Background: an optimization exercise with open tools, aiming at small area, a short achievable clock period and few clock cycles per item. Do not read the settings as production practice. Function was not checked in any run shown here: the RTL went through the layout flow alone. No activity file was given, so power comes from the tool's default toggle rates.

==> flow/design.v (outline; a module is shown in full before it is edited, if it fits) <==
// module synBusSatRnd: 113 lines
// module singleDelayWithEnableGeneric: 17 lines
// module synDelayWithEnableGeneric: 291 lines
// module synDelayWithEnable: 18 lines
// module FixedPointMultiplier: 37 lines
// module FixedPointAdder: 36 lines
// module Neuron: 1238 lines
// module FA: 4 lines
// module HAN: 4 lines
module Neuron (
 input clk,
 input GlobalReset,             
 input Input_Valid,             
 input [11:0] Bias,             
 output Idle,
 input [335:0] Row_Wgt,         
 input [27:0] Row_Pix,          
 output Row_Ready,              
 output [18:0] NeuronOutput,
 output OutputReady);
  // ...
==> flow/flow/run.sh <==
#!/bin/bash
# The standard layout (the standard.sh: standard synthesis, then ORFS to
# finish), with the ports buffered by sky130_fd_sc_hd__buf_1 cells instead of
# the delay buffers buffer_ports picks by default. Make's output goes to
# flow.log; each ORFS step keeps its own log under orfs/logs/.
set -euo pipefail
bash standard.sh "BUFFER_PORTS_ARGS=-buffer_cell sky130_fd_sc_hd__buf_1" finish > flow.log 2>&1
==> flow/standard.sh <==
#!/bin/bash
# synth_recipe.tcl (not shown) runs the flow's synth.tcl, then flattens the netlist and writes it again
# the make line also repeats each setting of config.mk as NAME=value (left out here)
make -C /OpenROAD-flow-scripts/flow DESIGN_CONFIG=/design/flow/config.mk WORK_HOME=/design/flow/orfs CLKGATE_MAP_FILE= SYNTH_SCRIPT=/design/flow/synth_recipe.tcl "${@:-finish}"
==> flow/config.mk <==
export PLATFORM = sky130hd
export DESIGN_NAME = Neuron
export DESIGN_NICKNAME = Neuron
export VERILOG_FILES = /design/flow/design.v
export SDC_FILE = /design/flow/constraint.sdc
export NUM_CORES = 4
export LEC_CHECK = 0
export CAP_MARGIN = 20
export CORE_MARGIN = 2
export CORE_UTILIZATION = 40
export PLACE_DENSITY = 0.6
export SLEW_MARGIN = 20
export SYNTH_HIERARCHICAL = 1
export SYNTH_MINIMUM_KEEP_SIZE = 0
==> flow/constraint.sdc <==
create_clock -name core_clock -period 4.0 [get_ports {clk}]
set_input_delay 0.8000 -clock core_clock [delete_from_list [all_inputs] [get_ports {clk}]]
set_output_delay 0.8000 -clock core_clock [all_outputs]
set_load 0.01 [all_outputs]
==> results.py, run 1 <==
metrics = {
    "status": {
        "status": "complete, no violations",
    },
    "synthesis": {
        "ys.warnings.count": 7,
        "synth.cell_area_mm2": 0.0121,
    },
    "finish": {
        "n_all_inverters": 47,
        "regMostFlops": "acc_s",
        "fin_area_mm2": 0.0149,
        "buffers": 444,
        "multi_input_area_share": 0.625,
        "antennaDiodeCount": 2,
        "regArea_mm2": 0.00239,
        "multi_input_area_mm2": 0.00931,
        "nets": 2232,
    },
    "setup_path": {
        "cp-startpoint": "Input_Valid",
        "crit_type": "in2reg",
        "cp_slowest_stage_delay_ns": 0.61,
        "rr_startpoint": "busy",
        "reg2regPathDepth": 12,
        "critical_path.top_delay_family": "adder cells",
    },
    "power_and_ir_drop": {
        "powerSeq_w": 0.00244,
        "vdd_drop_max_v": 0.000521,
        "p_comb_frac": 0.755,
        "pwr-share-seq": 0.152,
    },
    "placed_design": {
        "dpl_cell_area_mm2": 0.0143,
        "place.gp.congestion": 0.993,
    },
    "grt": {
        "grt-ovfl-total": 0,
        "grt_pass1_vias": 10300,
        "grt_util_met2": 0.475,
        "grt_antenna_before_repair": 4,
    },
    "clock_tree": {
        "clock_sinks": 117,
    },
    "timing": {
        "tns_ns": 0,
        "tightest_slew_ns": 0.913,
        "post-route-min-period_ns": 3.83,
        "slew_violations": 0,
        "fin_ws_ns": 0.175,
    },
    "detailed_routing": {
        "wl_met2_mm": 21.5,
        "drt_iter0_markers": 759,
        "wl_met1_mm": 19.2,
    },
    "floorplanning": {
        "n_tap_cell": 390,
    },
}
==> run 2: changes to the inputs <==
--- a/flow/design.v
+++ b/flow/design.v
@@ -525,23 +525,26 @@
 reg take_r;
 reg [5:0] cyc;       
 reg o_OutputReady;
 wire start = Input_Valid & ~busy;
 wire take = start | take_r;
 assign Idle = ~busy;
 assign Row_Ready = take;
 assign OutputReady = o_OutputReady;
+reg [0:0] vld_r;    
 always @(posedge clk or negedge GlobalReset) begin
   if (!GlobalReset) begin
     busy <= 1'b0;
     take_r <= 1'b0;
     cyc <= 6'd0;
     o_OutputReady <= 1'b0;
+    vld_r <= 0;
   end else begin
+    vld_r[0] <= take;
     if (start) begin
       busy <= 1'b1;
       take_r <= 1'b1;
       cyc <= 6'd1;
       o_OutputReady <= 1'b0;
     end else if (busy) begin
       cyc <= cyc + 6'd1;
       if (cyc == 6'd27)
@@ -552,17 +555,17 @@
       end
     end
   end
 end
 wire [11:0] pp [0:27];
 genvar g;
 generate
 for (g = 0; g < 28; g = g + 1) begin : PP
-  assign pp[g] = ~(Row_Wgt[12*g +: 12] & {12{Row_Pix[g] & take}});
+  assign pp[g] = ~(Row_Wgt[12*g +: 12] & {12{Row_Pix[g]}});
 end
 endgenerate
 wire s0l0_fs0;
 wire s0l0_fc0;
 wire s0l0_fs1;
 wire s0l0_fc1;
 wire s0l0_fs2;
 wire s0l0_fc2;
@@ -1737,21 +1740,21 @@
 HAN u_accl3_h1 (.a(accl2_fc323), .b(accl2_fs324), .s(accl3_hs1), .co(accl3_hc1));
 FA u_accl3_f336 (.a(accl2_fc324), .b(accl1_fc310), .c(accl1_fs311), .s(accl3_fs336), .co(accl3_fc336));
 FA u_accl3_f337 (.a(accl2_fc325), .b(as_in[17]), .c(ac_in[17]), .s(accl3_fs337), .co(accl3_fc337));
 HAN u_accl3_h2 (.a(as_in[18]), .b(ac_in[18]), .s(accl3_hs2), .co(accl3_hc2));
 always @(posedge clk)
   if (start) begin
     acc_s <= ~{7'd0, Bias};
     acc_c <= {19{1'b1}};
-  end else begin
+  end else if (vld_r[0]) begin
     acc_s <= {accl3_fc337, accl3_fs337, accl3_fc336, accl3_hc1, accl3_fc335, accl3_fc334, accl3_fc333, accl3_fc332, accl3_fc331, accl3_fc330, accl3_fc329, accl3_fc328, accl3_fc327, accl3_hc0, accl3_fc326, accl3_fs326, accl2_fs312, accl1_fs288, accl0_fs261};
     acc_c <= {accl3_hs2, 1'b1, accl2_fs325, accl3_fs336, accl3_hs1, accl3_fs335, accl3_fs334, accl3_fs333, accl3_fs332, accl3_fs331, accl3_fs330, accl3_fs329, accl3_fs328, accl3_fs327, accl3_hs0, 1'b1, 1'b1, ac_in[1], ac_in[0]};
   end
-assign NeuronOutput = ~acc_s + ~acc_c;
+assign NeuronOutput = ~(acc_s + acc_c + 19'd1);
 endmodule
 module FA (input a, input b, input c, output s, output co);
 assign s = a ^ b ^ c;
 assign co = (a & b) | (a & c) | (b & c);
 endmodule
 module HAN (input a, input b, output s, output co);
 assign s = ~(a ^ b);
 assign co = a | b;
--- a/flow/config.mk
+++ b/flow/config.mk
@@ -4,11 +4,12 @@
 export VERILOG_FILES = /design/flow/design.v
 export SDC_FILE = /design/flow/constraint.sdc
 export NUM_CORES = 4
 export LEC_CHECK = 0
 export CAP_MARGIN = 20
 export CORE_MARGIN = 2
 export CORE_UTILIZATION = 40
 export PLACE_DENSITY = 0.6
+export SETUP_SLACK_MARGIN = 0.8
 export SLEW_MARGIN = 20
 export SYNTH_HIERARCHICAL = 1
 export SYNTH_MINIMUM_KEEP_SIZE = 0
==> run 2 against run 1 <==
Effect of this change:
- via count down 1.3%
- cell count fell by 1.7%
- power is 15% lower
- critical path type is now reg2out
- die area grew 0.38%
- routed wire length is 3.3% lower
- clock skew grew 0.00091 ns
- hold slack better by 0.017 ns
- area after synthesis up 0.39%
- highest routed layer unchanged
==> results.py, run 2 <==
metrics = {
    "timing": {
        "tightest_slew_ns": 1.05,
        "clock.fmax_mhz": 302,
        "hold_viol": 0,
        "slew_violations": 0,
        "finalHoldWorstSlack_ns": 0.343,
        "clock_skew_ns": 0.00929,
        "rsz0062_at_grt": "true",
        "post-route-min-period_ns": 3.32,
        "maxSlewHeadroom": 0.301,
        "finalSetupViolCount": 0,
        "min_period_over_period": 0.829,
        "tns_ns": 0,
    },
    "detailed_routing": {
        "drt_iter0_markers": 523,
        "dr.pass1.iters": 5,
        "vias": 9315,
        "wl_met1_mm": 17.0,
        "drc": 0,
        "final_antenna_net_count": 0,
        "wl_met2_mm": 20.9,
        "drt-total-wl_mm": 43.5,
        "drt-vias-per-instance": 4.98,
        "dr.max_layer_used": "met5",
        "wl_per_cell_um": 23.3,
        "route.met3.wl_mm": 3.98,
    },
    "setup_path": {
        "crit_chain": "inv_1 -> ha_2 -> inv_2 -> fa_2 -> a21oi_4 -> o211ai_4 -> a2111oi_4 -> nor3_2 -> xnor2_1 -> buf_2",
        "rr_startpoint": "p0_8_3",
        "arrival_ns": 2.52,
        "cp_slowest_stage_delay_ns": 0.39,
        "required_ns": 3.20,
        "cp_slowest_cell": "edfxtp_1",
        "worst-r2r-setup-slack_ns": 1.23,
        "reg2regPathDepth": 6,
        "startpoint_type": "flop",
        "cp_max_fo": 3,
        "crit_type": "reg2out",
        "r2r-end": "acc_s[10]",
        "worstSetupEndpointType": "output pin",
    },
    "grt": {
        "track_usage": 0.283,
        "grt-ovfl-total": 0,
        "grt_antenna_before_repair": 10,
        "grt_max_degree": 49,
        "grt_pass1_vias": 10500,
        "grt_pass1_wl_mm": 61.9,
    },
    "finish": {
        "nets": 2194,
        "multi_input_area_mm2": 0.00936,
        "largest_reg_flops": 19,
        "layout-drive-gt1-share": 0.0687,
        "reg_top3": "acc_s: 19 flops, acc_c: 14 flops, cyc: 6 flops",
        "fillers": 2769,
        "regMostFlops": "acc_s",
        "most-common-layout-cells": "buf_1, nand2_1, fa_1, dfxtp_1, buf_4",
        "final_common_cell": "buf_1",
        "regArea_mm2": 0.00260,
        "area_growth_pct": 24.2,
    },
    "status": {
        "status": "complete, no violations",
    },
    "clock_tree": {
        "cts-htree-levels": 4,
        "worstSkewPairLatency_ns": 0.42,
        "clk_pin_slew_ns": 0.06,
        "cts_tree": "built",
        "cts_buffers": 17,
        "clock_sinks": 118,
        "clk_path_buf_depth": 2,
        "ctsRootBufferMaster": "clkbuf_16",
    },
    "run": {
        "maxCapViolCount": 0,
    },
    "floorplanning": {
        "core_mm2": 0.0297,
        "ios": 401,
        "fp-row-count": 63,
        "fp.dieW_um": 178,
        "initial_core_util": 0.407,
        "fp.dieArea_mm2": 0.0317,
        "die_y_um": 178,
    },
    "synthesis": {
        "synthCells": 1033,
        "synth.cell_area_mm2": 0.0121,
        "ys.warnings.count": 7,
        "synth_area_per_cell_um2": 11.7,
    },
    "placed_design": {
        "hpwlAfterDp_mm": 36.1,
        "portBuffers": 400,
        "place.gp.congestion": 0.932,
    },
    "power_and_ir_drop": {
        "vdd_drop_max_v": 0.000540,
        "power_density_mw_per_mm2": 905,
        "leakage_nw": 5.42,
    },
    "min_path": {
        "hold_path_class": "in2async",
    },
}
-- run 2: how the worst max path moves through the flow --
stage                start               end
2_1_floorplan  Row_Pix[21]           p0_10_5
3_3_place_gp   Row_Pix[22]            p0_7_5
3_5_place_dp   Row_Pix[22]            p0_5_5
4_1_cts           acc_s[4]  NeuronOutput[16]
5_1_grt           acc_s[4]  NeuronOutput[16]
6_report          acc_s[4]  NeuronOutput[16]
-- run 2: power by group --
group / leakage [nW] / internal [W] / switching [W] / total, W
registers: 1.05 / 0.00216 / 0.000433 / 0.00259
clock network: 0.312 / 0.00108 / 0.000539 / 0.00162
logic: 4.06 / 0.00438 / 0.00501 / 0.00939
-- run 2: final cells by class --
| cell class | count | share of cell area |
|---|---|---|
| Antenna cell | 8 | 0.00133 |
| Multi-Input combinational cell | 855 | 0.623 |
| Clock buffer | 25 | 0.0344 |
| Sequential cell | 118 | 0.173 |
| Inverter | 25 | 0.00624 |
| Tap cell | 390 | 0.0325 |
| Timing Repair Buffer | 441 | 0.122 |
| Clock inverter | 7 | 0.00758 |
-- run 2: what timing repair did --
action	in CTS	in global routing
gates resized for setup	16	20
pin swaps	4	6
buffers inserted	4	5
endpoints found under the setup margin	9	12
hold buffers	0	0
-- run 2: through the flow --
stage               utilization  instance area, um^2  power [W]  setup WS (ns)  std cells
CTS                       0.503                14900     0.0136          0.687       1856
detailed placement        0.478                14200     0.0118          0.433       1820
global placement          0.478                14200     0.0113          0.440       1820
finish                    0.506                15000     0.0136          0.683       1869
global route              0.505                15000     0.0152          0.585       1865
floorplan                     -                12100    0.00907          0.801       1035
-- run 2: worst max-delay path: cells and delay by family (launching register included) --
kind | cells | cell delay [ns]
XOR/XNOR | 1 | 0.14
buffers and inverters | 3 | 0.27
flip-flops | 1 | 0.39
AND/OR/NAND/NOR | 1 | 0.09
AO/OA/AOI/OAI | 3 | 0.66
adder cells (fa/ha/maj) | 2 | 0.56
-- run 2: layer usage --
layer | global-route usage | vias to the layer above
met4 | 0.128 | 6
li1 | - | 4064
met3 | 0.0850 | 86
met2 | 0.448 | 464
met5 | 0 | -
met1 | 0.360 | 4695

afterwards: timing with drivers on the ports:
The flow's constraints put no driver on any port. The routed layouts listed below were extracted and timed again, unchanged, in two steps. Step 1: set_driving_cell puts a clkbuf_16 on clk and a buf_2 on each other input, an assumption about the parent block. Step 2, shift: input delay + t, output delay - t, t = (earliest + latest rising clock arrival at the registers) / 2. This alone moves slack from input paths to output paths. Slacks: ideal / step 1 / step 2; pairs: ideal / step 1.
run	shift t [ns]	setup slack, ns	worst data-port slew with drivers (ns)	cell pins on the clock port's net
run 1	0.448	0.175 / 0.185 / -0.262	0.09	1
run 2	0.464	0.683 / 0.636 / 0.383	0.09	1
With both steps, setup timing fails in run 1, where it was met with ideal ports. For run 1, which loses most, drivers alone change the setup slack by +0.010 ns; drivers and shift together by -0.437 ns.
